This design comes from an exercise in tuning for small area, a short achievable clock period and few clock cycles per item on the open sky130 flow, not from production work. Where RTL was checked, it was by simulation tests only, not by an equivalence proof against the original. Only the layout flow was run in runs 7 and 8; the RTL was not checked for function there. Power and IR drop assume default switching activity.

$ cat flow/flow/run.sh
#!/bin/bash
# Standard layout, with plain buffers (not delay cells) on the ports, the
# timing repair aiming at 5.9 ns of setup slack, and clock tree synthesis
# without dummy loads.
# Full make output goes to standard.log here; ORFS keeps each step's log
# under orfs/logs/.
set -euo pipefail
bash standard.sh "BUFFER_PORTS_ARGS=-buffer_cell sky130_fd_sc_hd__buf_2" SETUP_SLACK_MARGIN=5.9 "CTS_ARGS=-sink_clustering_enable -repair_clock_nets -buf_list sky130_fd_sc_hd__clkbuf_8 -dont_use_dummy_load" finish > standard.log 2>&1
$ cat flow/standard.sh
#!/bin/bash
# synth_recipe.tcl (not shown) runs the flow's synth.tcl, then flattens the netlist and writes it again
# the make line also repeats each setting of config.mk as NAME=value (left out here)
make -C /OpenROAD-flow-scripts/flow DESIGN_CONFIG=/design/flow/config.mk WORK_HOME=/design/flow/orfs CLKGATE_MAP_FILE= SYNTH_SCRIPT=/design/flow/synth_recipe.tcl "${@:-finish}"
$ cat flow/config.mk
export PLATFORM = sky130hd
export DESIGN_NAME = simple_ALU
export DESIGN_NICKNAME = simple_ALU
export VERILOG_FILES = /design/flow/design.v
export SDC_FILE = /design/flow/constraint.sdc
export NUM_CORES = 4
export LEC_CHECK = 0
export ABC_AREA = 1
export CAP_MARGIN = 20
export CORE_MARGIN = 2
export CORE_UTILIZATION = 40
export CTS_BUF_LIST = sky130_fd_sc_hd__clkbuf_8
export SLEW_MARGIN = 20
export TNS_END_PERCENT = 0
$ cat flow/constraint.sdc
create_clock -name core_clock -period 9.0 [get_ports {i_clk}]
set_input_delay 1.8000 -clock core_clock [delete_from_list [all_inputs] [get_ports {i_clk}]]
set_output_delay 1.8000 -clock core_clock [all_outputs]
set_load 0.01 [all_outputs]
$ cat flow/design.v
`timescale 1ns / 1ns
module simple_ALU(input i_clk,
                  input i_rst,
                  input logic  [15:0] i_memData,
                  output logic [15:0] o_memData,
                  output logic [15:0] o_memAddr,
                  output logic o_memWrEnable);
  localparam logic [1:0] S_FETCH = 2'd0,
                         S_DEC   = 2'd1,
                         S_RD1   = 2'd2,
                         S_RD2   = 2'd3;
  logic [1:0]  state;
  logic [5:0]  rd;         
  logic [5:0]  rs;         
  logic [5:0]  pcn;        
  logic        selRd, selRs, selPc;   
  logic [15:0] wdata;      
  logic        we;         
  logic        first;      
  logic        stale;      
  logic        twoRd;      
  logic        sameRd;     
  logic [15:0] breg;       
  logic        opAdd, opAnd, opOr, opXor, opSh;
  logic        cin;        
  logic        left;       
  logic        arith;      
  wire  [5:0]  addr = ({6{selRd}} & rd) | ({6{selRs}} & rs) | ({6{selPc}} & pcn);
  assign o_memAddr     = {10'd0, addr};
  assign o_memData     = wdata;
  assign o_memWrEnable = we;
  wire [15:0] x = i_memData;
  wire [15:0] y = breg;
  wire [16:0] sum = {x, 1'b1} + {y, cin};
  wire [15:0] xin;
  wire [15:0] u;
  genvar gi;
  generate
    for (gi = 0; gi < 16; gi++) begin : g_rev
      assign xin[gi] = left ? x[15-gi] : x[gi];
      assign u[gi]   = left ? sw[15-gi] : sw[gi];
    end
  endgenerate
  wire        fill = arith & x[15];
  wire [31:0] sww  = {{16{fill}}, xin} >> y[3:0];
  wire [15:0] sw   = sww[15:0];
  wire        big  = |y[15:4];
  wire [15:0] alu = ({16{opAdd}} & sum[16:1])
                  | ({16{opAnd}} & (x & y))
                  | ({16{opOr}}  & (x | y))
                  | ({16{opXor}} & (x ^ y))
                  | ({16{opSh & ~big}} & u)
                  | ({16{arith & big}} & {16{x[15]}});
  wire [15:0] ins   = i_memData;
  wire [2:0]  dFn   = ins[14:12];
  wire [5:0]  dRd   = ins[11:6];
  wire [5:0]  dRs   = ins[5:0];
  wire        dImm  = ins[15];
  wire        aK    = we & (dRd == rd);
  wire        bK    = dImm | (we & (dRs == rd));
  wire        dShift = (dFn == 3'd2) | (dFn == 3'd3) | (dFn == 3'd4);
  wire        dComm  = (dFn == 3'd0) | (dFn[2] & (dFn[1:0] != 2'd0));
  wire        dSub   = (dFn == 3'd1);
  wire        same  = ~aK & ~bK & (dRd == dRs) & ~dShift;
  wire        bOnly = aK & ~bK & dComm;
  wire        two   = ~bK & ~same & ~bOnly;      
  wire        none  = aK & bK;
  wire        inDec = (state == S_DEC);
  wire        bLoad = inDec ? ~stale : (state == S_RD2) & twoRd;
  wire [15:0] bSrc  = inDec ? (dImm ? {10'd0, dRs} : wdata) : i_memData;
  wire [15:0] bNew  = bSrc ^ {16{inDec ? dSub : cin}};
  always_ff @(posedge i_clk) begin
    if (i_rst) begin
      state <= S_FETCH;
      selRd <= 1'b0;
      selRs <= 1'b0;
      selPc <= 1'b1;
      pcn   <= 6'd0;
      we    <= 1'b0;
      first <= 1'b1;
      stale <= 1'b0;
    end else begin
      case (state)
        S_FETCH: begin
          we    <= ~first;
          first <= 1'b0;
          {selRd, selRs, selPc} <= 3'b100;
          pcn   <= pcn + 6'd1;
          stale <= ~first & (rd == pcn);
          state <= S_DEC;
        end
        S_DEC: begin
          we    <= 1'b0;
          if (stale) begin
            stale <= 1'b0;
          end else if (two) begin
            {selRd, selRs, selPc} <= 3'b010;
            state <= S_RD1;
          end else if (none) begin
            {selRd, selRs, selPc} <= 3'b001;
            state <= S_FETCH;
          end else begin
            {selRd, selRs, selPc} <= {~bOnly, bOnly, 1'b0};
            state <= S_RD2;
          end
        end
        S_RD1: begin
          {selRd, selRs, selPc} <= 3'b100;
          state <= S_RD2;
        end
        default: begin   
          {selRd, selRs, selPc} <= 3'b001;
          state <= S_FETCH;
        end
      endcase
    end
  end
  always_ff @(posedge i_clk) wdata <= alu;
  always_ff @(posedge i_clk) rs <= dRs;
  always_ff @(posedge i_clk) begin
    if (bLoad) breg <= bNew;
    case (state)
      S_DEC: begin
        if (!stale) begin
          rd     <= dRd;
          twoRd  <= two;
          sameRd <= same;
          cin    <= dSub;
          opAdd  <= (dFn[2:1] == 2'd0);
          opAnd  <= (dFn == 3'd5);
          opOr   <= (dFn == 3'd6);
          opXor  <= (dFn == 3'd7);
          opSh   <= dShift;
          left   <= (dFn == 3'd4);
          arith  <= (dFn == 3'd2);
        end
      end
      S_RD2: begin
        if (sameRd) begin
          opAdd <= 1'b0;
          opSh  <= opAdd & ~cin;
          left  <= opAdd & ~cin;
          opAnd <= cin | opAnd | opXor;
          opXor <= 1'b0;
          cin   <= 1'b0;
          breg  <= opAnd ? 16'hFFFF : {15'd0, opAdd & ~cin};
        end
      end
      default: ;
    endcase
  end
endmodule
==> results of run 1 <==
## power by group
group | switching [W] | internal, W | total [W]
combinational | 0.000578 | 0.000355 | 0.000933
clock | 0.000116 | 0.0000894 | 0.000206
sequential | 0.000116 | 0.000389 | 0.000504
total | 0.000810 | 0.000833 | 0.00164
## logic make-up after synthesis
kind of cell,share of synthesized area (%)
simple gates,41.17
buf+inv,10.48
compound gates,12.13
flops,25.69
fa+ha+maj,7.520
xor+xnor,2.957
other cells,0.06331
## cell usage after synthesis
master,n
nand4_1,7
xnor2_1,16
nand3b_1,4
o221ai_1,3
clkbuf_1,16
o2111ai_1,1
a31oi_1,17
or2_1,3
buf_2,15
or2_2,3
inv_1,92
dfxtp_1,52
buf_1,1
o21bai_1,2
a221oi_1,4
or2_0,1
o21ai_0,33
a21oi_2,1
ha_1,34
nand2_1,271
clkbuf_2,1
a22oi_1,1
fa_1,1
nand2_2,2
clkinv_1,4
o21ai_2,1
conb_1,1
o211ai_1,9
and2_1,2
nor2_2,4
nor2_1,58
nor3_1,14
o211a_1,2
o21ai_1,8
nand3_1,188
nor4_1,4
xor2_1,4
a21oi_1,38
inv_2,7
buf_4,12
o22ai_1,3
edfxtp_1,16
## timing repair
item                       in CTS  in global routing
hold buffers                    0                  0
resized for setup              13                 11
setup endpoints to repair      11                 19
cloned                          0                  0
buffers inserted                0                  0
pin swaps                       0                  1
## stage by stage
stage / util, % / power, W / worst slack (ns) / hold WS, ns
after global routing: 44.95 / 0.001790 / 5.754 / 0.5368
after detailed placement: 43.30 / 0.001397 / 5.387 / 0.4993
after CTS: 44.58 / 0.001620 / 5.864 / 0.5146
after global placement: 43.30 / 0.001402 / 5.353 / 0.4962
after floorplan: - / 0.001155 / 5.891 / 0.4628
final: 44.95 / 0.001643 / 5.860 / 0.5110
## state kept, by name, summed over array words and instances, names as in the netlist, 2 cells and up
signal	count
pcn	6
wdata	16
rd	6
breg	16
rs	6
state	2
## final cells by class
class	count	area [um^2]
fillers	1570	7970
inverters	103	386.6
flip-flops and latches	68	1521
clock buffers	9	123.9
well taps	184	230.2
repair buffers	42	225.2
multi-input cells	749	4021
## metal layers
metal / global-route usage [%] / up-vias
met1: 36.37 / 2960
met4: 8.366 / 0
met5: 0 / -
met3: 5.268 / 34
met2: 40.22 / 227
li1: - / 3200
## worst reg2reg max path, cell delays in order, from the launching register on
cell and delay (ns):
dfxtp_1 0.73, clkinv_1 0.68, ha_4 0.47, nand2_1 0.09, nor2_2 0.05, o21ai_0 0.16
nand2_1 0.15, or2_2 0.30, nand3_1 0.08, nand3_1 0.08, inv_1 0.07, nand2_1 0.04
## worst max path at each step
| stage | startpoint | endpoint | slack [ns] | cells past startpoint |
|---|---|---|---|---|
| global route | i_memData[7] | wdata[12] | 5.75 | 13 |
| global placement | i_memData[3] | wdata[14] | 5.35 | 14 |
| finish | i_memData[1] | wdata[7] | 5.86 | 12 |
| CTS | i_memData[4] | wdata[7] | 5.86 | 12 |
| detailed placement | i_memData[3] | wdata[7] | 5.39 | 12 |
| floorplan | i_memData[12] | wdata[14] | 5.89 | 13 |
==> out/results.ini, run 1 <==
[status]
status=no timing/DRC/antenna violations

[timing]
worst_slew_pin_slew_ns=1.072
finalSetupTns_ns=0
fmax_mhz=318.5
min_period_over_period_pct=34.89
finalSetupViolCount=0
finalClockSkew_ns=0.01980
hold_viol_final=0
relSlewSlack_pct=28.26
slew_viol_final=0
rsz0062_at_grt=true
period_minus_slack_ns=3.140

[die]
chipHeight_um=125.7
rows=44
io_pins=51
core_mm2=0.01448
dieArea_mm2=0.01580
initial_utilization_pct=40.91
fp.dieW_um=125.7

[placement]
post_dp_cell_area_mm2=0.006270
hpwl_um=15780
port_buffers=40
dp.cells=1146
place_congestion=0.9206

[clock_tree]
cts_max_level=3
cts-root-buf=clkbuf_8
cts_buffers=9
clk_pin_slew_ns=0.08
cts_tree=yes
clk_latency_ns=0.37
clockBufferDepth=2
cts_num_sinks=68

[global_route]
antenna_found_initial=0
grt_max_degree=34
grt_pass1_vias=5745
grt_usage_pct=25.97
grt_pass1_wl_um=32050
grt_overflow=0

[yosys]
synth_top_cell_area_share_pct=17.57
syn_area_per_cell_um2=6.196
synth_cell_types=42
synth_cells=956
netlist_area_mm2=0.005923
synth-seq-cells=68
synth_area_leaders=dfxtp_1 (18%), nand2_1 (17%), nand3_1 (16%)
synth_seq_area_share_pct=25.69
synth_top_cell_by_area=dfxtp_1
ys_warn_count=1

[critical_path]
path_class=primary input to register
start_kind=primary input
cp_top_family=simple AND/OR/NAND/NOR gates
critical_path_required_ns=9.24
crit_path_max_fanout=8
rr_startpoint=breg[1]
r2r_end=wdata[7]
reg2reg_setup_slack_ns=5.98
cp.buffers_inverters=3
slowest_stage=or2_2
rr_worst_depth=11
critPathArrivalTime_ns=3.38
critical_path.endpoint_type=register
cpPeakStageDelay_ns=0.30
cpMostUsedCell=nand2_1
path_cells=buf_2 -> inv_2 -> ha_4 -> nand2_1 -> nor2_2 -> o21ai_0 -> nand2_1 -> or2_2 -> nand3_1 -> nand3_1 -> inv_1 -> nand2_1

[finish]
syn_to_final_growth_pct=9.886
layout-drive-gt1-share_pct=9.887
nNetsFinal=1026
final_common_cell=nand2_1
layout_common_cells=nand2_1 (271), nand3_1 (188), inv_1 (85), nor2_1 (57), dfxtp_1 (52)
fin_area_mm2=0.006509
fin_cells=1155
antenna_cells=0

[routing]
top_layer=met4
vias=6421
wirelength_met1_um=9678
drt_pre_antenna_iters=7
initialDrtViolationCount=635
via_per_inst=5.559
totalWireLength_um=20570
drc_errors=0
ant_nets=0
met2RoutedLength_um=9193
wl_met3_um=1174
wl_per_cell_um=17.81

[power_and_ir_drop]
power_density_mw_per_mm2=252.4
ir_worst_vdd_mv=0.1088
power_leakage_nw=3.054

[hold_path]
hold_path_end=pcn[4]
hold_path_startpoint=pcn[4]
holdPathStages=1
hp-class=register to register

[run]
maxCapViolCount=0

Testbench counts, summed over its fixed seeds: cycles 487,097, instrs 160,000.
==> inputs of run 2 (changes only) <==
==> flow/flow/run.sh (replaced) <==
#!/bin/bash
# Standard layout, with plain buffers (not delay cells) on the ports, the
# timing repair aiming at 6.0 ns of setup slack, and clock tree synthesis
# without dummy loads.
# Full make output goes to standard.log here; ORFS keeps each step's log
# under orfs/logs/.
set -euo pipefail
bash standard.sh "BUFFER_PORTS_ARGS=-buffer_cell sky130_fd_sc_hd__buf_2" SETUP_SLACK_MARGIN=6.0 "CTS_ARGS=-sink_clustering_enable -repair_clock_nets -buf_list sky130_fd_sc_hd__clkbuf_8 -dont_use_dummy_load" finish > standard.log 2>&1
--- a/flow/config.mk
+++ b/flow/config.mk
@@ -11,4 +11,5 @@
 export CORE_UTILIZATION = 40
 export CTS_BUF_LIST = sky130_fd_sc_hd__clkbuf_8
+export PLACE_DENSITY = 0.8
 export SLEW_MARGIN = 20
 export TNS_END_PERCENT = 0
==> run 2 against run 1 <==
Against the previous run: critical endpoint is now wdata[13]; critical path type unchanged; final cell count grew 0.61%; non-clock buffer count grew 7; first-iteration DRC count grew 43%; largest power group unchanged; die area is the same; clock power shrank 3%.
==> out/results.ini, run 2 <==
[critical_path]
critical_path_required_ns=9.22  ; -0.02 ns
cp_top_family=simple AND/OR/NAND/NOR gates
cpMostUsedCell=nand2_1
reg2reg_setup_slack_ns=6.18  ; +0.20 ns
slowest_stage=ha_4
r2r_end=wdata[7]
path_cells=buf_4 -> inv_2 -> ha_4 -> nand2_1 -> inv_1 -> nand4_1 -> nand2_2 -> nand2_1 -> a21oi_1 -> nor2_1 -> nor2_1 -> nand2_1
cp.buffers_inverters=3  ; unchanged
critical_path.endpoint_type=register
path_class=primary input to register
crit_path_max_fanout=7  ; -1
rr_startpoint=breg[2]
start_kind=primary input
critPathArrivalTime_ns=3.20  ; -0.18 ns
cpPeakStageDelay_ns=0.31  ; about the same
rr_worst_depth=11  ; unchanged

[routing]
totalWireLength_um=19340  ; -6.0%
ant_nets=0  ; unchanged
drt_pre_antenna_iters=5  ; -2
initialDrtViolationCount=906  ; +43%
drc_errors=0  ; unchanged
wl_per_cell_um=16.64  ; -6.5%
via_per_inst=5.781  ; +4.0%
vias=6717  ; +4.6%

[yosys]
yosys_most_used_dff=dfxtp_1
synthXorXnorAreaFrac_pct=2.957  ; unchanged
synth-simple-area-share_pct=41.17  ; unchanged
synth_most_common_cell=nand2_1
synth_seq_area_share_pct=25.69  ; unchanged
synth-seq-cells=68  ; unchanged
synth_top_cell_area_share_pct=17.57  ; unchanged
synth_cells=956  ; unchanged
synth_cell_types=42  ; unchanged
synthMuxAreaShare_pct=0  ; unchanged
synth_area_leaders=dfxtp_1 (18%), nand2_1 (17%), nand3_1 (16%)
synthAdderAreaFrac_pct=7.520  ; unchanged
ys_async_sr_fraction_pct=0  ; unchanged
synth_compound_area_share_pct=12.13  ; unchanged
synth_top_cell_by_area=dfxtp_1
netlist_area_mm2=0.005923  ; unchanged
synth_top_family_by_area=simple AND/OR/NAND/NOR gates
synth_edf_count=16  ; unchanged
ys_warn_count=1  ; unchanged
ys_top_cells_by_count=nand2_1 (271), nand3_1 (188), inv_1 (92), nor2_1 (58), dfxtp_1 (52)
syn_area_per_cell_um2=6.196  ; unchanged

[power_and_ir_drop]
power_leakage_nw=3.096  ; +1.4%
power_density_mw_per_mm2=249.8  ; -1.0%
ir_worst_vdd_mv=0.1072  ; -1.5%

[die]
initial_utilization_pct=40.91  ; unchanged
fp.dieW_um=125.7  ; unchanged
chipHeight_um=125.7  ; unchanged
core_mm2=0.01448  ; unchanged
rows=44  ; unchanged
dieArea_mm2=0.01580  ; unchanged
io_pins=51  ; unchanged

[finish]
n_fill_cell=1481  ; -5.7%
top_regs=breg: 16 flops, wdata: 16 flops
layout_common_cells=nand2_1 (263), nand3_1 (187), inv_1 (73), nor2_1 (56), dfxtp_1 (50)
final_common_cell=nand2_1
antenna_cells=0  ; unchanged
syn_to_final_growth_pct=13.18
fin_cells=1162  ; +0.61%
fin_area_mm2=0.006704  ; +3.0%
nNetsFinal=1033  ; +0.68%
layout-drive-gt1-share_pct=13.70  ; +3.8 points
final_core_util_pct=46.30  ; +1.3 points

[timing]
period_minus_slack_ns=2.984  ; -0.1564 ns
finalClockSkew_ns=0.02715  ; +0.007348 ns
hold_viol_final=0  ; unchanged
rsz0062_at_grt=true
fmax_mhz=335.1  ; +5.2%
relSlewSlack_pct=26.92  ; -1.3 points
min_period_over_period_pct=33.15  ; -1.7 points
fin_ws_ns=6.016  ; +0.1564 ns
slew_viol_final=0  ; unchanged
finalSetupTns_ns=0  ; unchanged
worst_slew_pin_slew_ns=1.092  ; +0.02002 ns
finalSetupViolCount=0  ; unchanged

[global_route]
grt_usage_pct=24.25  ; -1.7 points
grt_pass1_vias=5768  ; +0.40%
antenna_found_initial=0  ; unchanged
grt_pass1_wl_um=30620  ; -4.5%
grt_max_degree=34  ; unchanged
grt_overflow=0  ; unchanged

[clock_tree]
clk_pin_slew_ns=0.08  ; about the same
clk_latency_ns=0.36  ; about the same
cts_max_level=3  ; unchanged
cts_tree=yes
clockBufferDepth=2  ; unchanged
cts-root-buf=clkbuf_8
cts_buffers=9  ; unchanged
cts_num_sinks=68  ; unchanged

[hold_path]
holdPathStages=1  ; unchanged
hold_path_end=pcn[4]
hp-class=register to register
hold_path_startpoint=pcn[3]

[placement]
hpwl_um=14530  ; -7.9%
dp.cells=1145  ; -0.087%
post-place-ws_ns=5.351  ; -0.03581 ns
post_dp_cell_area_mm2=0.006275  ; about the same
port_buffers=40  ; unchanged
place_congestion=1.027  ; +12%

[status]
status=no timing/DRC/antenna violations

[run]
maxCapViolCount=0  ; unchanged

## run 2: cell counts after synthesis
Identical to the previous run, type by type.
## run 2: how the worst max path moves through the flow
stage,end,cells past startpoint,slack (ns),startpoint
after global placement,wdata[13],13,5.37,i_memData[8]
after CTS,wdata[13],12,5.98,i_memData[10]
final,wdata[13],12,6.02,i_memData[3]
after floorplan,wdata[14],14,5.91,i_memData[11]
after detailed placement,wdata[13],13,5.35,i_memData[8]
after global routing,wdata[13],12,5.95,i_memData[3]
## run 2: area by class of cell
cell class / instances / area [um^2] / share of cell area, %
flip-flops and latches: 68 / 1524 / 22.73
clock buffers: 9 / 123.9 / 1.848
well taps: 184 / 230.2 / 3.434
repair buffers: 49 / 349.1 / 5.207
inverters: 103 / 400.4 / 5.972
multi-input cells: 749 / 4076 / 60.81
## run 2: power breakdown
| group | switching, W | internal (W) | leakage, nW | total [W] |
|---|---|---|---|---|
| sequential | 0.000117 | 0.000389 | 0.589 | 0.000505 |
| combinational | 0.000592 | 0.000377 | 2.44 | 0.000970 |
| clock | 0.000111 | 0.0000893 | 0.0647 | 0.000200 |
| total | 0.000819 | 0.000855 | 3.10 | 0.00167 |
## run 2: stage by stage
step | total power [W] | hold WS (ns)
finish | 0.001675 | 0.4758
detailed placement | 0.001386 | 0.4862
global route | 0.001801 | 0.4935
global placement | 0.001379 | 0.4792
CTS | 0.001606 | 0.4974
floorplan | 0.001158 | 0.4628
## run 2: cells by family after synthesis
family | after synthesis
compound gates | 123
flops | 68
other cells | 1
fa+ha+maj | 35
xor+xnor | 20
simple gates | 561
buf+inv | 148
## run 2: repair_timing
item	in CTS	in global routing
pin swaps	2	16
hold buffers	0	0
resized for setup	33	52
endpoints found under the setup margin	16	27
setup buffers	0	8
## run 2: per-layer routing
metal	track usage, %	up-vias	wire length, um
li1	-	3214	-
met1	35.12	3072	8531
met2	37.27	384	8493
met3	3.483	47	1840
met4	7.778	0	471
met5	0	-	0
==> inputs of run 3 (changes only) <==
--- a/flow/config.mk
+++ b/flow/config.mk
@@ -11,5 +11,4 @@
 export CORE_UTILIZATION = 40
 export CTS_BUF_LIST = sky130_fd_sc_hd__clkbuf_8
-export PLACE_DENSITY = 0.8
 export SLEW_MARGIN = 20
 export TNS_END_PERCENT = 0
==> run 3 against run 2 <==
Against the previous run: fmax down 2.3%; critical path depth down 5; non-clock buffer count down 4; first-iteration DRC count down 27%; die area unchanged; clock-buffer cell count unchanged; flip-flop and latch count unchanged.
==> out/results.ini, run 3 <==
[finish]
layout_common_cells=nand2_1 (269), nand3_1 (188), inv_1 (83), nor2_1 (56), dfxtp_1 (51)
top_regs=breg: 16 flops, wdata: 16 flops
nNetsFinal=1030  ; -0.29%
n_fill_cell=1583  ; +6.9%
multi_input_area_mm2=0.004026  ; -1.2%
seqCellArea_mm2=0.001523  ; about the same
antenna_cells=0  ; unchanged
syn_to_final_growth_pct=10.67
fin_area_mm2=0.006555  ; -2.2%
layout-drive-gt1-share_pct=10.87  ; -2.8 points
final_common_cell=nand2_1

[clock_tree]
clk_latency_ns=0.37  ; about the same
cts-root-buf=clkbuf_8
cts_buffers=9  ; unchanged
clk_pin_slew_ns=0.09  ; about the same
cts_num_sinks=68  ; unchanged
cts_tree=yes
cts_max_level=3  ; unchanged
clockBufferDepth=2  ; unchanged

[die]
io_pins=51  ; unchanged
dieArea_mm2=0.01580  ; unchanged
core_mm2=0.01448  ; unchanged
initial_utilization_pct=40.91  ; unchanged
fp.dieW_um=125.7  ; unchanged
rows=44  ; unchanged
chipHeight_um=125.7  ; unchanged

[yosys]
synth_most_common_cell=nand2_1
syn_area_per_cell_um2=6.196  ; unchanged
netlist_area_mm2=0.005923  ; unchanged
synth_top_cell_by_area=dfxtp_1
synth_cells=956  ; unchanged
synth_seq_area_share_pct=25.69  ; unchanged
synth_edf_count=16  ; unchanged
ys_async_sr_fraction_pct=0  ; unchanged
synth_top_cell_area_share_pct=17.57  ; unchanged
synth_area_leaders=dfxtp_1 (18%), nand2_1 (17%), nand3_1 (16%)
ys_top_cells_by_count=nand2_1 (271), nand3_1 (188), inv_1 (92), nor2_1 (58), dfxtp_1 (52)
ys_warn_count=1  ; unchanged
synth_cell_types=42  ; unchanged
yosys_most_used_dff=dfxtp_1
synth-seq-cells=68  ; unchanged

[routing]
ant_nets=0  ; unchanged
initialDrtViolationCount=661  ; -27%
drt_pre_antenna_iters=5  ; unchanged
drc_errors=0  ; unchanged
totalWireLength_um=21280  ; +10%
via_per_inst=5.576  ; -3.5%
vias=6463  ; -3.8%
wl_per_cell_um=18.36  ; +10%

[run]
maxCapViolCount=0  ; unchanged

[timing]
period_minus_slack_ns=3.053  ; +0.06927 ns
slew_viol_final=0  ; unchanged
hold_viol_final=0  ; unchanged
fmax_mhz=327.5  ; -2.3%
finalSetupViolCount=0  ; unchanged
min_period_over_period_pct=33.92  ; +0.77 points
finalSetupTns_ns=0  ; unchanged
finalClockSkew_ns=0.03166  ; +0.004514 ns
hold_slack_ns=0.5042  ; +0.02838 ns
rsz0062_at_grt=true
relSlewSlack_pct=40.26  ; +13 points
worst_slew_pin_slew_ns=0.8867  ; -0.2054 ns

[critical_path]
rr_startpoint=breg[2]
critical_path_required_ns=9.25  ; +0.03 ns
rr_worst_depth=11  ; unchanged
cp-startpoint=i_memData[15]
crit_path_max_fanout=9  ; +2
path_class=primary input to register
reg2reg_setup_slack_ns=6.04  ; -0.14 ns
critPathArrivalTime_ns=3.31  ; +0.11 ns
r2r_end=wdata[7]
critical_path.endpoint_type=register
start_kind=primary input
critical_path.endpoint=wdata[0]

[power_and_ir_drop]
ir_worst_vdd_mv=0.1077  ; +0.44%
power_leakage_nw=3.071  ; -0.81%
power.share.clock_pct=12.2  ; +0.3 points
netSwitchingPower_w=0.0008209  ; +0.20%
pwr-share-seq_pct=29.8  ; -0.4 points
power_density_mw_per_mm2=253.1  ; +1.3%
swShare_pct=49.48  ; +0.55 points
p_int_w=0.0008383  ; -2.0%
p_comb_share_pct=57.9  ; about the same

[hold_path]
hold_path_startpoint=first
holdPathStages=2  ; +1
hp-class=register to register

[placement]
place_congestion=0.9542  ; -7.1%
port_buffers=40  ; unchanged
hpwl_um=15820  ; +8.9%
post_dp_cell_area_mm2=0.006290  ; +0.24%

[global_route]
grt_pass1_vias=5820  ; +0.90%
grt_usage_pct=26.37  ; +2.1 points
antenna_found_initial=0  ; unchanged
grt_max_degree=34  ; unchanged
grt_overflow=0  ; unchanged
grt_pass1_wl_um=32450  ; +6.0%

[status]
status=no timing/DRC/antenna violations

run 3: critical path, stage by stage:
cell and delay (ns):
buf_2 0.18, nand2_1 0.15, inv_1 0.14, nand2_1 0.39
inv_2 0.21, nor3_1 0.33, nand2_1 0.09
run 3: logic make-up after synthesis:
logic type / count (synthesis) / synth area share (%)
flops: 68 / 25.69
xor+xnor: 20 / 2.957
buf+inv: 148 / 10.48
fa+ha+maj: 35 / 7.520
compound gates: 123 / 12.13
simple gates: 561 / 41.17
other cells: 1 / 0.06331
run 3: worst min path at each step:
stage / slack (ns) / end
after floorplan: 0.46 / pcn[4]
after global placement: 0.49 / pcn[4]
after detailed placement: 0.49 / pcn[4]
after CTS: 0.51 / pcn[4]
after global routing: 0.52 / pcn[4]
final: 0.50 / first
run 3: final cells by class:
type / count / area share (%)
Multi-Input combinational cell: 750 / 61.42
Inverter: 103 / 5.936
Sequential cell: 68 / 23.23
Tap cell: 184 / 3.512
Timing Repair Buffer: 45 / 4.008
Clock buffer: 9 / 1.890
run 3: repair_timing:
| action | in CTS | in global routing |
|---|---|---|
| buffers inserted | 0 | 2 |
| pin swaps | 1 | 0 |
| gates cloned | 0 | 1 |
| hold buffers | 0 | 0 |
| endpoints found under the setup margin | 22 | 25 |
| gates resized for setup | 30 | 4 |
run 3: power groups by stage:
stage	registers [W]	clock network, W	logic [W]
after floorplan	0.000455	0	0.000703
after global placement	0.000498	0	0.000913
after detailed placement	0.000496	0	0.000916
after CTS	0.000491	0.000209	0.000944
after global routing	0.000502	0.000220	0.00107
final	0.000495	0.000203	0.000961
run 3: metrics by stage:
step / setup WS [ns] / power, W / std cells / utilization, %
floorplan: 5.909 / 0.001158 / 965 / -
global placement: 5.402 / 0.001411 / 1147 / 43.44
detailed placement: 5.381 / 0.001412 / 1147 / 43.44
CTS: 5.979 / 0.001643 / 1156 / 45.02
global route: 5.848 / 0.001796 / 1159 / 45.27
finish: 5.947 / 0.001659 / 1159 / 45.27
run 3: layer usage:
| metal | GRT usage, % | share of wire, % | up-vias |
|---|---|---|---|
| li1 | - | - | 3211 |
| met3 | 5.310 | 8.6 | 29 |
| met4 | 7.320 | 1.9 | 0 |
| met1 | 36.62 | 44 | 2946 |
| met5 | 0 | 0 | - |
| met2 | 41.81 | 45 | 277 |
==> inputs of run 4 (changes only) <==
--- a/flow/config.mk
+++ b/flow/config.mk
@@ -11,4 +11,5 @@
 export CORE_UTILIZATION = 40
 export CTS_BUF_LIST = sky130_fd_sc_hd__clkbuf_8
+export GPL_ROUTABILITY_DRIVEN = 0
 export SLEW_MARGIN = 20
 export TNS_END_PERCENT = 0
==> run 4 against run 3 <==
Against the previous run: clock-buffer cell count stayed put; cell area is 1.0% higher; clock skew is 0.010 ns lower; routed wire length is 1.4% lower; via count is 0.14% higher; setup slack worse by 0.034 ns.
==> out/results.ini, run 4 <==
[finish]
syn_to_final_growth_pct=11.83
fin_area_mm2=0.006624  ; +1.0%
n_fill_cell=1575  ; -0.51%
final_common_cell=nand2_1
layout_common_cells=nand2_1 (266), nand3_1 (188), inv_1 (76), nor2_1 (56), dfxtp_1 (52)
nNetsFinal=1033  ; +0.29%
top_regs=breg: 16 flops, wdata: 16 flops
layout-drive-gt1-share_pct=12.58  ; +1.7 points
antenna_cells=0  ; unchanged

[clock_tree]
cts_max_level=3  ; unchanged
cts-root-buf=clkbuf_8
cts_tree=yes
clockBufferDepth=2  ; unchanged
clk_pin_slew_ns=0.08  ; about the same
cts_buffers=9  ; unchanged
cts_hold_buf=0  ; unchanged
clk_latency_ns=0.37  ; about the same
cts_num_sinks=68  ; unchanged

[yosys]
synthMuxAreaShare_pct=0  ; unchanged
synth_cell_types=42  ; unchanged
netlist_area_mm2=0.005923  ; unchanged
ys_top_cells_by_count=nand2_1 (271), nand3_1 (188), inv_1 (92), nor2_1 (58), dfxtp_1 (52)
synth_cells=956  ; unchanged
synth_compound_area_share_pct=12.13  ; unchanged
synth_area_leaders=dfxtp_1 (18%), nand2_1 (17%), nand3_1 (16%)
synthXorXnorAreaFrac_pct=2.957  ; unchanged
synth_top_cell_area_share_pct=17.57  ; unchanged
synthAdderAreaFrac_pct=7.520  ; unchanged
synth_edf_count=16  ; unchanged
ys_warn_count=1  ; unchanged
synth_most_common_cell=nand2_1
synth_seq_area_share_pct=25.69  ; unchanged
synth_top_cell_by_area=dfxtp_1
syn_area_per_cell_um2=6.196  ; unchanged
synth_top_family_by_area=simple AND/OR/NAND/NOR gates
synth-simple-area-share_pct=41.17  ; unchanged
yosys_most_used_dff=dfxtp_1
ys_async_sr_fraction_pct=0  ; unchanged
synth-seq-cells=68  ; unchanged

[global_route]
antenna_found_initial=0  ; unchanged
grt_overflow=0  ; unchanged
grt_usage_pct=25.62  ; -0.75 points
grt_pass1_vias=5665  ; -2.7%
grt_pass1_wl_um=31650  ; -2.5%
grt_max_degree=34  ; unchanged

[placement]
post_dp_cell_area_mm2=0.006282  ; -0.12%
hpwl_um=15660  ; -1.0%
port_buffers=40  ; unchanged

[critical_path]
rr_startpoint=breg[2]
cpPeakStageDelay_ns=0.39  ; about the same
path_class=primary input to register
critical_path_required_ns=9.25  ; about the same
cpMostUsedCell=nand2_1
cp-startpoint=i_memData[15]
crit_path_max_fanout=9  ; unchanged
critical_path.endpoint_type=register
critPathArrivalTime_ns=3.34  ; +0.03 ns
path_cells=buf_2 -> nand2_1 -> inv_1 -> nand2_1 -> inv_2 -> nor3_1 -> nand2_1
start_kind=primary input
slowest_stage=nand2_1

[die]
rows=44  ; unchanged
chipHeight_um=125.7  ; unchanged
fp.dieW_um=125.7  ; unchanged
io_pins=51  ; unchanged
initial_utilization_pct=40.91  ; unchanged
dieArea_mm2=0.01580  ; unchanged
core_mm2=0.01448  ; unchanged

[timing]
slew_viol_final=0  ; unchanged
hold_viol_final=0  ; unchanged
relSlewSlack_pct=40.39  ; +0.13 points
hold_slack_ns=0.5096  ; +0.005394 ns
finalSetupTns_ns=0  ; unchanged
fmax_mhz=324.0  ; -1.1%
period_minus_slack_ns=3.087  ; +0.03354 ns
rsz0062_at_grt=true
worst_slew_pin_slew_ns=0.8848  ; -0.001907 ns
finalClockSkew_ns=0.02147  ; -0.01020 ns
min_period_over_period_pct=34.30  ; +0.37 points
finalSetupViolCount=0  ; unchanged

[routing]
wl_per_cell_um=18.06  ; -1.6%
drt_pre_antenna_iters=6  ; +1
drc_errors=0  ; unchanged
vias=6472  ; +0.14%
ant_nets=0  ; unchanged
totalWireLength_um=20990  ; -1.4%
via_per_inst=5.570  ; -0.12%
initialDrtViolationCount=619  ; -6.4%

[status]
status=no timing/DRC/antenna violations

[power_and_ir_drop]
ir_worst_vdd_mv=0.1303  ; +21%
power_leakage_nw=3.076  ; +0.16%
power_density_mw_per_mm2=252.8  ; -0.11%
total_power_w=0.001675  ; +0.94%

[run]
maxCapViolCount=0  ; unchanged

[hold_path]
hp-class=register to register
hold_path_startpoint=pcn[4]

## run 4: metrics by stage
step	util (%)	std cells	setup WS, ns
6_report	45.75	1162	5.913
5_1_grt	45.75	1162	5.889
4_1_cts	44.53	1155	5.869
3_5_place_dp	43.39	1146	5.409
3_3_place_gp	43.39	1146	5.405
2_1_floorplan	-	965	5.909
## run 4: cell type report
class | instances | area (um^2) | area share, %
multi-input cells | 750 | 4063 | 61.33
flip-flops and latches | 68 | 1521 | 22.97
inverters | 103 | 392.9 | 5.931
repair buffers | 48 | 292.8 | 4.420
well taps | 184 | 230.2 | 3.476
clock buffers | 9 | 123.9 | 1.870
## run 4: logic make-up after synthesis
| group | Yosys count |
|---|---|
| AOI/OAI and AO/OA | 123 |
| buffers and inverters | 148 |
| and+or+nand+nor | 561 |
| other | 1 |
| DFF | 68 |
| xor gates and xnor gates | 20 |
| adders and majority gates | 35 |
## run 4: path summary, 6_finish.rpt
check / to / slack (ns) / depth (start not counted)
worst max register to register: wdata[7] / 6.10 / 11
worst min register to register: pcn[4] / 0.51 / 1
worst max-delay path: wdata[0] / 5.91 / 7
worst min-delay path: pcn[4] / 0.51 / 1
## run 4: power breakdown
group          internal [W]  total, W  switching, W
Clock             0.0000894  0.000209      0.000120
Combinational      0.000366  0.000963      0.000596
Sequential         0.000388  0.000503      0.000115
## run 4: timing repair
item / in CTS / in global routing
endpoints found under the setup margin: 22 / 29
pin swaps: 1 / 6
gates resized for setup: 11 / 43
gates cloned: 0 / 1
buffers inserted: 0 / 6
## run 4: layer usage
| layer | GRT usage (%) | vias up | routed length (um) |
|---|---|---|---|
| met5 | 0 | - | 0 |
| met4 | 8.889 | 0 | 565 |
| met3 | 4.673 | 37 | 1589 |
| met2 | 39.59 | 262 | 9316 |
| met1 | 36.01 | 2961 | 9517 |
| li1 | - | 3212 | - |
## run 4: critical path, delay by kind of cell
| family | cells | cell delay [ns] |
|---|---|---|
| buffers and inverters | 3 | 0.55 |
| AND/OR/NAND/NOR | 4 | 0.98 |
==> inputs of run 5 (changes only) <==
--- a/flow/config.mk
+++ b/flow/config.mk
@@ -7,9 +7,8 @@
 export LEC_CHECK = 0
 export ABC_AREA = 1
-export CAP_MARGIN = 20
+export CAP_MARGIN = 5
 export CORE_MARGIN = 2
 export CORE_UTILIZATION = 40
 export CTS_BUF_LIST = sky130_fd_sc_hd__clkbuf_8
-export GPL_ROUTABILITY_DRIVEN = 0
-export SLEW_MARGIN = 20
+export SLEW_MARGIN = 5
 export TNS_END_PERCENT = 0
==> run 5 against run 4 <==
Against the previous run: routed wire length up 1.3%; hold slack worse by 0.0056 ns; critical path depth is the same; setup slack better by 0.0097 ns; synthesized cell count is the same; non-clock buffer count fell by 3; cell area shrank 1.1%; highest routed layer unchanged.
==> out/results.ini, run 5 <==
[status]
status=no timing/DRC/antenna violations

[critical_path]
path_cells=buf_2 -> nand2_1 -> inv_1 -> nand2_1 -> inv_2 -> nor3_1 -> nand2_1
cp_top_family=simple AND/OR/NAND/NOR gates
critical_path_required_ns=9.25  ; about the same
crit_path_max_fanout=9  ; unchanged
critPathArrivalTime_ns=3.33  ; about the same
start_kind=primary input
worstSetupPathDepth=7  ; unchanged
cpMostUsedCell=nand2_1
rr_worst_depth=11  ; unchanged
critical_path.endpoint_type=register
cp.buffers_inverters=3  ; unchanged
path_class=primary input to register
cpPeakStageDelay_ns=0.41  ; +0.02 ns
slowest_stage=nand2_1

[yosys]
ys_async_sr_fraction_pct=0  ; unchanged
syn_area_per_cell_um2=6.196  ; unchanged
netlist_area_mm2=0.005923  ; unchanged
synth_top_cell_by_area=dfxtp_1
synth_seq_area_share_pct=25.69  ; unchanged
yosys_most_used_dff=dfxtp_1
synth_top_cell_area_share_pct=17.57  ; unchanged
synth_most_common_cell=nand2_1
synth-seq-cells=68  ; unchanged
synth_area_leaders=dfxtp_1 (18%), nand2_1 (17%), nand3_1 (16%)
synth_cell_types=42  ; unchanged
ys_top_cells_by_count=nand2_1 (271), nand3_1 (188), inv_1 (92), nor2_1 (58), dfxtp_1 (52)
ys_warn_count=1  ; unchanged
synth_cells=956  ; unchanged
synth_edf_count=16  ; unchanged

[routing]
drc_errors=0  ; unchanged
vias=6459  ; -0.20%
initialDrtViolationCount=703  ; +14%
totalWireLength_um=21260  ; +1.3%
via_per_inst=5.573  ; about the same
ant_nets=0  ; unchanged
drt_pre_antenna_iters=6  ; unchanged
wl_per_cell_um=18.34  ; +1.6%

[global_route]
grt_pass1_wl_um=32450  ; +2.5%
grt_max_degree=34  ; unchanged
antenna_found_initial=0  ; unchanged
grt_overflow=0  ; unchanged
grt_usage_pct=26.37  ; +0.75 points
grt_pass1_vias=5820  ; +2.7%

[placement]
hpwl_um=15820  ; +1.0%
post-place-ws_ns=5.381  ; -0.02822 ns
port_buffers=40  ; unchanged
place_congestion=0.9542
post_dp_cell_area_mm2=0.006290  ; +0.12%

[finish]
top_regs=breg: 16 flops, wdata: 16 flops
final_core_util_pct=45.26  ; -0.49 points
nNetsFinal=1030  ; -0.29%
syn_to_final_growth_pct=10.63
fin_area_mm2=0.006553  ; -1.1%
final_common_cell=nand2_1
layout_common_cells=nand2_1 (269), nand3_1 (188), inv_1 (83), nor2_1 (57), dfxtp_1 (51)
layout-drive-gt1-share_pct=10.77  ; -1.8 points
antenna_cells=0  ; unchanged
n_fill_cell=1584  ; +0.57%

[power_and_ir_drop]
ir_worst_vdd_mv=0.1080  ; -17%
total_power_w=0.001659  ; -0.95%
power_density_mw_per_mm2=253.2  ; +0.13%
power_leakage_nw=3.071  ; -0.15%

[timing]
min_period_over_period_pct=34.19  ; -0.11 points
finalSetupViolCount=0  ; unchanged
period_minus_slack_ns=3.077  ; -0.009690 ns
finalSetupTns_ns=0  ; unchanged
fmax_mhz=325.0  ; +0.31%
fin_ws_ns=5.923  ; +0.009690 ns
rsz0062_at_grt=true
finalClockSkew_ns=0.03141  ; +0.009940 ns
worst_slew_pin_slew_ns=1.109  ; +0.2237 ns
slew_viol_final=0  ; unchanged
hold_viol_final=0  ; unchanged
relSlewSlack_pct=25.83  ; -15 points

[die]
rows=44  ; unchanged
chipHeight_um=125.7  ; unchanged
dieArea_mm2=0.01580  ; unchanged
io_pins=51  ; unchanged
initial_utilization_pct=40.91  ; unchanged
core_mm2=0.01448  ; unchanged
fp.dieW_um=125.7  ; unchanged

[clock_tree]
cts-root-buf=clkbuf_8
cts_max_level=3  ; unchanged
clockBufferDepth=2  ; unchanged
cts_hold_buf=0  ; unchanged
clk_pin_slew_ns=0.09  ; about the same
clk_latency_ns=0.37  ; about the same
cts_tree=yes
cts_buffers=9  ; unchanged
cts_num_sinks=68  ; unchanged

[hold_path]
holdPathStages=2  ; +1
hp-class=register to register

[run]
maxCapViolCount=0  ; unchanged

==> run 5: cell count changes in the layout (fill, tap and decap cells not counted), sizes merged <==
cell / before / now
buf: 39 / 44
clkbuf: 18 / 10
clkinvlp: 1 / 0
inv: 98 / 99
==> run 5: kinds of logic after synthesis <==
logic type	count (synthesis)	synth area share [%]
adder cells (fa/ha/maj)	35	7.520
flip-flops	68	25.69
AND/OR/NAND/NOR	561	41.17
buffers and inverters	148	10.48
XOR/XNOR	20	2.957
AO/OA/AOI/OAI	123	12.13
other	1	0.06331
==> run 5: path summary, 6_finish.rpt <==
kind | slack [ns] | startpoint | end
worst max-delay path | 5.92 | i_memData[15] | wdata[0]
worst min-delay path | 0.50 | first | first
worst max register to register | 6.05 | breg[2] | wdata[7]
worst min register to register | 0.50 | first | first
==> run 5: report_power, final <==
part           internal (W)  total (W)  switching, W
Clock             0.0000892   0.000203      0.000114
Combinational      0.000360   0.000962      0.000601
Sequential         0.000389   0.000494      0.000105
Total              0.000838    0.00166      0.000820
==> run 5: layout make-up <==
class                      instances  area, um^2  area share (%)
clock buffer                       9       123.9           1.890
tap                              184       230.2           3.513
timing repair buffer              45       262.8           4.010
sequential                        68        1523           23.24
multi-input combinational        750        4024           61.41
inverter                         103       389.1           5.939
==> run 5: repair_timing <==
action                     4_1_cts  5_1_grt
pin swaps                        1        0
setup buffers                    0        2
setup endpoints to repair       22       25
gates resized for setup         30        4
cloned                           0        1
==> run 5: worst min-delay path, cell delays in order (launching register included) <==
cell and delay [ns]:
dfxtp_1 0.31, inv_1 0.07, o21ai_0 0.08
==> run 5: through the flow <==
step	std cells	hold WS, ns
final	1159	0.5040
after global routing	1159	0.5170
after CTS	1156	0.5087
after detailed placement	1147	0.4933
after global placement	1147	0.4899
after floorplan	965	0.4628
==> run 5: layer usage <==
metal	GRT usage [%]	share of wire, %
met1	36.62	44
met2	41.81	46
met3	5.310	8.7
met4	7.320	1.5
met5	0	0
==> inputs of run 6 (changes only) <==
--- a/flow/config.mk
+++ b/flow/config.mk
@@ -7,8 +7,10 @@
 export LEC_CHECK = 0
 export ABC_AREA = 1
-export CAP_MARGIN = 5
+export CAP_MARGIN = 20
+export CELL_PAD_IN_SITES_DETAIL_PLACEMENT = 0
+export CELL_PAD_IN_SITES_GLOBAL_PLACEMENT = 0
 export CORE_MARGIN = 2
 export CORE_UTILIZATION = 40
 export CTS_BUF_LIST = sky130_fd_sc_hd__clkbuf_8
-export SLEW_MARGIN = 5
+export SLEW_MARGIN = 20
 export TNS_END_PERCENT = 0
==> run 6 against run 5 <==
Against the previous run: still clean; cell area about the same; die area unchanged; final cell count unchanged; clock power about the same; register-to-register slack about the same; global-route usage unchanged; routed wire length about the same; first-iteration DRC count decreased by 6.0%; fmax increased by 0.78%; synthesized cell count unchanged.
==> out/results.ini, run 6 <==
[yosys]
synth_seq_area_share_pct=25.69  ; unchanged
ys_top_cells_by_count=nand2_1 (271), nand3_1 (188), inv_1 (92), nor2_1 (58), dfxtp_1 (52)
synth_cells=956  ; unchanged
synth-seq-cells=68  ; unchanged
synth-simple-area-share_pct=41.17  ; unchanged
synthXorXnorAreaFrac_pct=2.957  ; unchanged
syn_area_per_cell_um2=6.196  ; unchanged
synth_most_common_cell=nand2_1
synth_compound_area_share_pct=12.13  ; unchanged
yosys_most_used_dff=dfxtp_1
synth_area_leaders=dfxtp_1 (18%), nand2_1 (17%), nand3_1 (16%)
synth_top_cell_by_area=dfxtp_1
synth_top_cell_area_share_pct=17.57  ; unchanged
synthMuxAreaShare_pct=0  ; unchanged
synth_edf_count=16  ; unchanged
ys_warn_count=1  ; unchanged
synth_top_family_by_area=simple AND/OR/NAND/NOR gates
ys_async_sr_fraction_pct=0  ; unchanged
synthAdderAreaFrac_pct=7.520  ; unchanged
netlist_area_mm2=0.005923  ; unchanged
synth_cell_types=42  ; unchanged

[placement]
post_dp_cell_area_mm2=0.006290  ; unchanged
hpwl_um=15820  ; unchanged
place_congestion=0.9542  ; unchanged
post-place-ws_ns=5.381  ; unchanged
port_buffers=40  ; unchanged

[finish]
top_regs=breg: 16 flops, wdata: 16 flops
fin_area_mm2=0.006555  ; about the same
nNetsFinal=1030  ; unchanged
antenna_cells=0  ; unchanged
n_fill_cell=1583  ; -0.063%
multi_input_area_mm2=0.004026  ; about the same
layout_common_cells=nand2_1 (269), nand3_1 (188), inv_1 (83), nor2_1 (56), dfxtp_1 (51)
final_common_cell=nand2_1
syn_to_final_growth_pct=10.67  ; about the same
layout-drive-gt1-share_pct=10.87  ; +0.10 points
seqCellArea_mm2=0.001523  ; unchanged

[routing]
via_per_inst=5.576  ; about the same
initialDrtViolationCount=661  ; -6.0%
wl_per_cell_um=18.36  ; about the same
drt_pre_antenna_iters=5  ; -1
vias=6463  ; +0.062%
totalWireLength_um=21280  ; about the same
ant_nets=0  ; unchanged
drc_errors=0  ; unchanged

[critical_path]
reg2reg_setup_slack_ns=6.04  ; about the same
crit_path_max_fanout=9  ; unchanged
start_kind=primary input
cpMostUsedCell=nand2_1
critPathArrivalTime_ns=3.31  ; -0.02 ns
path_class=primary input to register
slowest_stage=nand2_1
critical_path.endpoint_type=register
path_cells=buf_2 -> nand2_1 -> inv_1 -> nand2_1 -> inv_2 -> nor3_1 -> nand2_1
cpPeakStageDelay_ns=0.39  ; -0.02 ns
critical_path_required_ns=9.25  ; about the same

[clock_tree]
clk_pin_slew_ns=0.09  ; about the same
cts_buffers=9  ; unchanged
cts_max_level=3  ; unchanged
cts-root-buf=clkbuf_8
clockBufferDepth=2  ; unchanged
clk_latency_ns=0.37  ; about the same
cts_tree=yes
cts_num_sinks=68  ; unchanged

[power_and_ir_drop]
power_leakage_nw=3.071  ; about the same
power_density_mw_per_mm2=253.1  ; about the same
ir_worst_vdd_mv=0.1077  ; -0.26%

[global_route]
grt_overflow=0  ; unchanged
antenna_found_initial=0  ; unchanged
grt_max_degree=34  ; unchanged
grt_pass1_vias=5820  ; unchanged
grt_usage_pct=26.37  ; unchanged
grt_pass1_wl_um=32450  ; unchanged

[timing]
finalClockSkew_ns=0.03166  ; +0.0002560 ns
slew_viol_final=0  ; unchanged
finalSetupViolCount=0  ; unchanged
hold_viol_final=0  ; unchanged
hold_slack_ns=0.5042  ; +0.0001830 ns
relSlewSlack_pct=40.26  ; +14 points
worst_slew_pin_slew_ns=0.8867  ; -0.2218 ns
min_period_over_period_pct=33.92  ; -0.26 points
period_minus_slack_ns=3.053  ; -0.02385 ns
finalSetupTns_ns=0  ; unchanged
fin_ws_ns=5.947  ; +0.02385 ns
fmax_mhz=327.5  ; +0.78%
rsz0062_at_grt=true

[run]
maxCapViolCount=0  ; unchanged

[die]
initial_utilization_pct=40.91  ; unchanged
rows=44  ; unchanged
fp.dieW_um=125.7  ; unchanged
chipHeight_um=125.7  ; unchanged
dieArea_mm2=0.01580  ; unchanged
core_mm2=0.01448  ; unchanged
io_pins=51  ; unchanged

[status]
status=no timing/DRC/antenna violations

[hold_path]
hp-class=register to register

run 6: changes by cell type in the layout (fill, tap and decap cells not counted):
cell,delta
nor2_2,+1
nor2_1,-1
run 6: worst paths after layout:
check,startpoint,endpoint,cells after the start
min,first,first,2
max reg2reg,breg[2],wdata[7],11
max,i_memData[15],wdata[0],7
min reg2reg,first,first,2
run 6: through the flow:
| step | instances | power [W] | utilization [%] |
|---|---|---|---|
| 4_1_cts | 1156 | 0.001643 | 45.02 |
| 3_3_place_gp | 1147 | 0.001411 | 43.44 |
| 2_1_floorplan | 965 | 0.001158 | - |
| 3_5_place_dp | 1147 | 0.001412 | 43.44 |
| 5_1_grt | 1159 | 0.001796 | 45.27 |
| 6_report | 1159 | 0.001659 | 45.27 |
run 6: critical path, delay by kind of cell:
family	cells	cell delay (ns)
simple gates	4	0.96
buf+inv	3	0.53
run 6: area by class of cell:
type | count | share of cell area (%)
multi-input cells | 750 | 61.42
flip-flops and latches | 68 | 23.23
inverters | 103 | 5.936
repair buffers | 45 | 4.008
well taps | 184 | 3.512
clock buffers | 9 | 1.890
run 6: kinds of logic (layout without fill, tap and decap cells):
family | after synthesis | in the layout
and+or+nand+nor | 561 | 561
buffers and inverters | 148 | 157
xor gates and xnor gates | 20 | 20
adders and majority gates | 35 | 35
DFF | 68 | 68
AOI/OAI and AO/OA | 123 | 124
other | 1 | 10
run 6: power by group:
| group | internal, W | switching (W) |
|---|---|---|
| registers | 0.000389 | 0.000106 |
| clock network | 0.0000892 | 0.000114 |
| logic | 0.000360 | 0.000601 |
run 6: layer usage:
layer	vias up	GRT usage, %	wire (um)
met5	-	0	0
met2	277	41.81	9636
li1	3211	-	-
met4	0	7.320	397
met1	2946	36.62	9417
met3	29	5.310	1827
run 6: timing repair:
item                       in CTS  in global routing
buffers inserted                0                  2
gates resized for setup        30                  4
pin swaps                       1                  0
hold buffers                    0                  0
setup endpoints to repair      22                 25
gates cloned                    0                  1
==> inputs of run 7 (changes only) <==
--- a/flow/design.v
+++ b/flow/design.v
@@ -42,8 +42,10 @@
     end
   endgenerate
-  wire        fill = arith & x[15];
-  wire [31:0] sww  = {{16{fill}}, xin} >> y[3:0];
-  wire [15:0] sw   = sww[15:0];
+  wire [15:0] sw   = xin >> y[3:0];
   wire        big  = |y[15:4];
+  logic [15:0] sraMask;
+  always_comb
+    for (int i = 0; i < 16; i++)
+      sraMask[i] = arith & (big | (i + y[3:0] >= 16));
   wire [15:0] alu = ({16{opAdd}} & sum[16:1])
                   | ({16{opAnd}} & (x & y))
@@ -51,5 +53,5 @@
                   | ({16{opXor}} & (x ^ y))
                   | ({16{opSh & ~big}} & u)
-                  | ({16{arith & big}} & {16{x[15]}});
+                  | (sraMask & {16{x[15]}});
   wire [15:0] ins   = i_memData;
   wire [2:0]  dFn   = ins[14:12];
--- a/flow/config.mk
+++ b/flow/config.mk
@@ -8,6 +8,4 @@
 export ABC_AREA = 1
 export CAP_MARGIN = 20
-export CELL_PAD_IN_SITES_DETAIL_PLACEMENT = 0
-export CELL_PAD_IN_SITES_GLOBAL_PLACEMENT = 0
 export CORE_MARGIN = 2
 export CORE_UTILIZATION = 40
==> run 7 against run 6 <==
Against the previous run: clock-buffer cell count is the same; final cell count grew 1.1%; area after synthesis rose by 1.4%; hold slack worse by 0.053 ns; flip-flop and latch count unchanged; combinational power grew 6%; global-route usage grew 1.7 points; non-clock buffer count rose by 5; setup slack gained 0.024 ns; fmax grew 0.81%; sequential power down 3%; first-iteration DRC count grew 3.8%; highest routed layer unchanged.
==> out/results.ini, run 7 <==
[timing]
period_minus_slack_ns=3.029  ; -0.02448 ns
fmax_mhz=330.2  ; +0.81%
finalClockSkew_ns=0.01875  ; -0.01292 ns
hold_viol_final=0  ; unchanged
finalSetupViolCount=0  ; unchanged
finalSetupTns_ns=0  ; unchanged
worst_slew_pin_slew_ns=1.135  ; +0.2484 ns
min_period_over_period_pct=33.65  ; -0.27 points
rsz0062_at_grt=true
slew_viol_final=0  ; unchanged
relSlewSlack_pct=24.32  ; -16 points

[clock_tree]
cts_tree=yes
cts-root-buf=clkbuf_8
cts_num_sinks=68  ; unchanged
clk_pin_slew_ns=0.08  ; about the same
cts_buffers=9  ; unchanged
cts_max_level=3  ; unchanged
clockBufferDepth=2  ; unchanged
clk_latency_ns=0.37  ; about the same
cts_hold_buf=0  ; unchanged

[finish]
final_common_cell=nand2_1
layout-drive-gt1-share_pct=13.87  ; +3.0 points
syn_to_final_growth_pct=11.98
fin_cells=1172  ; +1.1%
top_regs=breg: 16 flops, wdata: 16 flops
antenna_cells=0  ; unchanged
final_core_util_pct=46.08  ; +0.81 points
layout_common_cells=nand2_1 (278), nand3_1 (139), inv_1 (83), nor2_1 (61), dfxtp_1 (52)
nNetsFinal=1043  ; +1.3%

[yosys]
yosys_most_used_dff=dfxtp_1
synth_cell_types=44  ; +4.8%
syn_area_per_cell_um2=6.221  ; +0.41%
synth_seq_area_share_pct=25.34  ; -0.34 points
synth_most_common_cell=nand2_1
ys_async_sr_fraction_pct=0  ; unchanged
synth-seq-cells=68  ; unchanged
synth_top_cell_area_share_pct=17.94  ; +0.37 points
ys_top_cells_by_count=nand2_1 (287), nand3_1 (140), inv_1 (93), nor2_1 (64), a21oi_1 (55)
netlist_area_mm2=0.006003  ; +1.4%
synth_edf_count=16  ; unchanged
synth_area_leaders=nand2_1 (18%), dfxtp_1 (17%), nand3_1 (12%)
synth_cells=965  ; +0.94%
synth_top_cell_by_area=nand2_1
ys_warn_count=1  ; unchanged

[global_route]
grt_overflow=0  ; unchanged
grt_use_met3_pct=5.399  ; +0.088 points
antenna_found_initial=0  ; unchanged
met1_usage_pct=38.99  ; +2.4 points
grt_usage_pct=28.07  ; +1.7 points
grt_use_met2_pct=43.72  ; +1.9 points
grt_max_degree=34  ; unchanged
grt_pass1_wl_um=34690  ; +6.9%
busiest_layer=met2
grt_pass1_vias=6047  ; +3.9%

[routing]
vias=6609  ; +2.3%
initialDrtViolationCount=686  ; +3.8%
ant_nets=0  ; unchanged
wl_per_cell_um=19.09  ; +4.0%
drt_pre_antenna_iters=5  ; unchanged
totalWireLength_um=22370  ; +5.2%
drc_errors=0  ; unchanged
via_per_inst=5.639  ; +1.1%

[critical_path]
cpPeakStageDelay_ns=0.31  ; -0.08 ns
start_kind=primary input
cp.buffers_inverters=2  ; -1
path_class=primary input to register
critPathArrivalTime_ns=3.27  ; -0.04 ns
slowest_stage=nor3_1
path_cells=clkbuf_4 -> inv_2 -> ha_4 -> nand2_1 -> nand3_2 -> o21ai_0 -> a21oi_1 -> nor3_1 -> nand2_1
crit_path_max_fanout=7  ; -2
cp_top_family=simple AND/OR/NAND/NOR gates
cp-startpoint=i_memData[2]
rr_startpoint=breg[2]
critical_path.endpoint_type=register
critical_path_required_ns=9.24  ; about the same
cpMostUsedCell=nand2_1

[placement]
place_congestion=0.9332  ; -2.2%
hpwl_um=17220  ; +8.8%
port_buffers=40  ; unchanged
dp.cells=1156  ; +0.78%

[power_and_ir_drop]
power_density_mw_per_mm2=254.1  ; +0.39%
power_leakage_nw=3.102  ; +1.0%
ir_worst_vdd_mv=0.1195  ; +11%

[die]
initial_utilization_pct=41.15  ; +0.24 points
chipHeight_um=126.5  ; +0.65%
dieArea_mm2=0.01600  ; +1.3%
rows=44  ; unchanged
core_mm2=0.01459  ; +0.76%
io_pins=51  ; unchanged
fp.dieW_um=126.5  ; +0.65%

[run]
maxCapViolCount=0  ; unchanged

[hold_path]
hold_path_startpoint=first
hp-class=register to register

[status]
status=no timing/DRC/antenna violations

## run 7: changes by cell type after synthesis, sizes merged, moves of 4 or more
cell / previous run / this run
nand4: 7 / 16
nor3: 14 / 10
a21oi: 39 / 56
nand3: 188 / 143
o2111ai: 1 / 5
o211ai: 9 / 2
nor2: 62 / 67
nand2: 273 / 299
o21ai: 42 / 56
## run 7: cell families after synthesis
family / Yosys count / synth area share, %
other: 1 / 0.06247
AO/OA/AOI/OAI: 149 / 13.96
buffers and inverters: 146 / 10.82
adder cells (fa/ha/maj): 35 / 7.420
AND/OR/NAND/NOR: 546 / 39.47
flip-flops: 68 / 25.34
XOR/XNOR: 20 / 2.918
## run 7: area by class of cell
cell class,count,area [um^2]
Clock buffer,9,123.9
Fill cell,1545,7866
Inverter,101,386.6
Multi-Input combinational cell,760,4143
Sequential cell,68,1521
Tap cell,184,230.2
Timing Repair Buffer,50,317.8
## run 7: final timing paths
check,to,slack (ns),cells after the start
max,wdata[3],5.97,9
max reg2reg,wdata[3],6.29,8
min reg2reg,first,0.45,2
min,first,0.45,2
## run 7: routing by layer
metal  part of all wire, %  vias to the layer above  wire length [um]
li1                      -                     3242                 -
met1                    45                     3038             10030
met2                    45                      284             10180
met3                   6.9                       45              1544
met4                   2.8                        0               624
met5                     0                        -                 0
## run 7: power breakdown
group	switching [W]	internal [W]
registers	0.0000899	0.000388
clock network	0.000121	0.0000894
logic	0.000657	0.000363
## run 7: worst min-delay path: cells and delay by family, from the launching register on
family	cells	cell delay (ns)
flip-flops	1	0.32
AND/OR/NAND/NOR	2	0.10
## run 7: timing repair
item | 4_1_cts | 5_1_grt
buffers inserted | 0 | 7
pin swaps | 0 | 7
gates resized for setup | 12 | 51
setup endpoints to repair | 21 | 26
## run 7: through the flow
stage | power (W) | cell area (um^2) | hold WS, ns | worst slack, ns
after floorplan | 0.001152 | 6188 | 0.4195 | 5.991
after global placement | 0.001431 | 6359 | 0.4354 | 5.435
after detailed placement | 0.001423 | 6359 | 0.4394 | 5.446
after CTS | 0.001642 | 6510 | 0.4576 | 5.929
after global routing | 0.001842 | 6723 | 0.5057 | 5.927
final | 0.001708 | 6723 | 0.4507 | 5.971
==> inputs of run 8 (changes only) <==
==> flow/flow/run.sh (replaced) <==
#!/bin/bash
# Standard layout, with plain buffers (not delay cells) on the ports, the
# timing repair aiming at 6.1 ns of setup slack, and clock tree synthesis
# without dummy loads.
# Full make output goes to standard.log here; ORFS keeps each step's log
# under orfs/logs/.
set -euo pipefail
bash standard.sh "BUFFER_PORTS_ARGS=-buffer_cell sky130_fd_sc_hd__buf_2" SETUP_SLACK_MARGIN=6.1 "CTS_ARGS=-sink_clustering_enable -repair_clock_nets -buf_list sky130_fd_sc_hd__clkbuf_8 -dont_use_dummy_load" finish > standard.log 2>&1
==> run 8 against run 7 <==
Against the previous run: fmax rose by 2.2%; sequential share of layout area shrank 0.22 points; register-to-register slack better by 0.17 ns; critical path type unchanged; routed wire length fell by 1.2%; still clean; via count grew 2.1%; critical path depth is 1 higher; clock power fell by 3%; flip-flop and latch count unchanged.
==> out/results.ini, run 8 <==
[power_and_ir_drop]
power_density_mw_per_mm2=252.0  ; -0.83%
p_int_w=0.0008533  ; +1.6%
power.share.clock_pct=11.9  ; -0.4 points
netSwitchingPower_w=0.0008620  ; -0.73%
pwr-share-seq_pct=27.5  ; -0.5 points
power_leakage_nw=3.129  ; +0.88%
total_power_w=0.001715  ; +0.41%
swShare_pct=50.25  ; -0.58 points
ir_worst_vdd_mv=0.08268  ; -31%
p_comb_share_pct=60.6  ; +0.9 points

[placement]
post-place-ws_ns=5.442  ; -0.003660 ns
dp.cells=1157  ; +0.087%
post_dp_cell_area_mm2=0.006397  ; +0.61%
hpwl_um=16660  ; -3.3%
port_buffers=40  ; unchanged
place_congestion=0.9691  ; +3.8%

[die]
dieArea_mm2=0.01600  ; unchanged
fp.dieW_um=126.5  ; unchanged
core_mm2=0.01459  ; unchanged
io_pins=51  ; unchanged
initial_utilization_pct=41.15  ; unchanged
rows=44  ; unchanged
chipHeight_um=126.5  ; unchanged

[clock_tree]
clk_latency_ns=0.37  ; about the same
cts_num_sinks=68  ; unchanged
cts_hold_buf=0  ; unchanged
clockBufferDepth=2  ; unchanged
cts_max_level=3  ; unchanged
clk_pin_slew_ns=0.08  ; about the same
cts_buffers=9  ; unchanged
cts_tree=yes
cts-root-buf=clkbuf_8

[status]
status=no timing/DRC/antenna violations

[yosys]
synth_top_cell_area_share_pct=17.94  ; unchanged
synth_cells=965  ; unchanged
ys_top_cells_by_count=nand2_1 (287), nand3_1 (140), inv_1 (93), nor2_1 (64), a21oi_1 (55)
synth_most_common_cell=nand2_1
synth_edf_count=16  ; unchanged
synth_seq_area_share_pct=25.34  ; unchanged
ys_async_sr_fraction_pct=0  ; unchanged
synth_top_cell_by_area=nand2_1
yosys_most_used_dff=dfxtp_1
ys_warn_count=1  ; unchanged
netlist_area_mm2=0.006003  ; unchanged
synth-seq-cells=68  ; unchanged
synth_area_leaders=nand2_1 (18%), dfxtp_1 (17%), nand3_1 (12%)
synth_cell_types=44  ; unchanged
syn_area_per_cell_um2=6.221  ; unchanged

[routing]
drc_errors=0  ; unchanged
ant_nets=0  ; unchanged
totalWireLength_um=22110  ; -1.2%
vias=6745  ; +2.1%
drt_pre_antenna_iters=8  ; +3
initialDrtViolationCount=862  ; +26%
via_per_inst=5.736  ; +1.7%
wl_per_cell_um=18.80  ; -1.5%

[finish]
layout-drive-gt1-share_pct=15.32  ; +1.5 points
nNetsFinal=1047  ; +0.38%
fin_area_mm2=0.006807  ; +1.2%
top_regs=breg: 16 flops, wdata: 16 flops
multi_input_area_mm2=0.004172  ; +0.69%
seqCellArea_mm2=0.001525  ; +0.25%
n_fill_cell=1537  ; -0.52%
layout_common_cells=nand2_1 (274), nand3_1 (136), inv_1 (82), nor2_1 (59)
antenna_cells=0  ; unchanged
syn_to_final_growth_pct=13.38
final_common_cell=nand2_1
fin_cells=1176  ; +0.34%

[timing]
finalSetupViolCount=0  ; unchanged
worst_slew_pin_slew_ns=0.8858  ; -0.2494 ns
slew_viol_final=0  ; unchanged
finalSetupTns_ns=0  ; unchanged
relSlewSlack_pct=40.33  ; +16 points
finalClockSkew_ns=0.02100  ; +0.002252 ns
min_period_over_period_pct=32.92  ; -0.73 points
fmax_mhz=337.5  ; +2.2%
rsz0062_at_grt=true
fin_ws_ns=6.037  ; +0.06558 ns
period_minus_slack_ns=2.963  ; -0.06558 ns
hold_viol_final=0  ; unchanged

[global_route]
grt_max_degree=34  ; unchanged
met1_usage_pct=39.33  ; +0.34 points
grt_use_met2_pct=40.30  ; -3.4 points
grt_pass1_vias=5913  ; -2.2%
grt_overflow=0  ; unchanged
busiest_layer=met2
antenna_found_initial=0  ; unchanged
grt_usage_pct=27.29  ; -0.78 points
grt_use_met3_pct=5.272  ; -0.13 points
grt_pass1_wl_um=33930  ; -2.2%

[run]
maxCapViolCount=0  ; unchanged

[critical_path]
crit_path_max_fanout=7  ; unchanged
critPathArrivalTime_ns=3.20  ; -0.07 ns
start_kind=primary input
critical_path_required_ns=9.23  ; about the same
path_class=primary input to register
critical_path.endpoint_type=register

[hold_path]
hp-class=register to register

run 8: logic make-up (layout without fill, tap and decap cells):
logic type                 count (synthesis)  count (layout)  synth area share [%]
AOI/OAI and AO/OA                        149             149                 13.96
and+or+nand+nor                          546             546                 39.47
xor gates and xnor gates                  20              20                 2.918
other                                      1              10               0.06247
buffers and inverters                    146             164                 10.82
adders and majority gates                 35              35                 7.420
DFF                                       68              68                 25.34
run 8: worst paths after layout:
kind	from	endpoint	slack (ns)	cells after the start
worst max-delay path	i_memData[8]	wdata[12]	6.04	10
worst min-delay path	first	first	0.46	2
worst max register to register	breg[2]	wdata[5]	6.46	10
worst min register to register	first	first	0.46	2
run 8: repair_timing:
| item | 4_1_cts | 5_1_grt |
|---|---|---|
| hold endpoints to repair | 0 | 0 |
| gates cloned | 0 | 0 |
| gates resized for setup | 46 | 16 |
| setup buffers | 8 | 2 |
| pin swaps | 5 | 5 |
| endpoints found under the setup margin | 25 | 25 |
run 8: power groups by stage:
stage	clock network, W	registers (W)	logic [W]
2_1_floorplan	0	0.000451	0.000710
3_3_place_gp	0	0.000481	0.000943
3_5_place_dp	0	0.000477	0.000938
4_1_cts	0.000206	0.000469	0.000986
5_1_grt	0.000219	0.000482	0.00115
6_report	0.000204	0.000472	0.00104
run 8: area by class of cell:
class	instances	share of cell area, %
inverter	101	5.827
multi-input combinational	760	61.29
timing repair buffer	54	5.276
sequential	68	22.41
clock buffer	9	1.820
tap	184	3.382
run 8: metrics by stage:
stage,util [%],hold WS (ns)
finish,46.66,0.4569
global route,46.66,0.4741
CTS,46.19,0.4559
detailed placement,43.85,0.4358
global placement,43.85,0.4283
floorplan,-,0.4195
run 8: worst max-delay path, stage by stage:
cell and delay (ns):
buf_4 0.15, inv_1 0.10, ha_2 0.39, nand2_1 0.10, nor2_1 0.19, nand3_1 0.17
nand2_1 0.10, nand2_1 0.05, nand3_1 0.06, nand3_1 0.09
run 8: metal layers:
| layer | vias up | part of all wire (%) | wire, um |
|---|---|---|---|
| li1 | 3246 | - | - |
| met1 | 3056 | 44 | 9778 |
| met2 | 393 | 43 | 9525 |
| met3 | 50 | 9.8 | 2167 |
| met4 | 0 | 2.9 | 639 |
| met5 | - | 0 | 0 |

## static timing again, ports no longer ideal
The flow's constraints put no driver on any port. The routed layouts listed below were extracted and timed again, unchanged, in two steps. Step 1 assumes that a clkbuf_16 drives the clock port and a buf_2 every other input. Step 2, shift: input delay + t, output delay - t, t = (earliest + latest rising clock arrival at the registers) / 2. This alone moves slack from input paths to output paths. Three values: no drivers, after step 1, after step 2; two values: the first two.
run | t (ns) | setup WS [ns]
run 1 | 0.391 | 5.860 / 5.872 / 5.481
run 2 | 0.377 | 6.016 / 6.003 / 5.633
run 3 | 0.387 | 5.947 / 5.958 / 5.571
run 4 | 0.395 | 5.913 / 5.927 / 5.533
run 5 | 0.386 | 5.923 / 5.937 / 5.551
run 6 | 0.387 | 5.947 / 5.958 / 5.571
run 7 | 0.399 | 5.971 / 5.960 / 5.583
run 8 | 0.403 | 6.037 / 6.032 / 5.646
After both steps setup and hold are still met in every run listed.
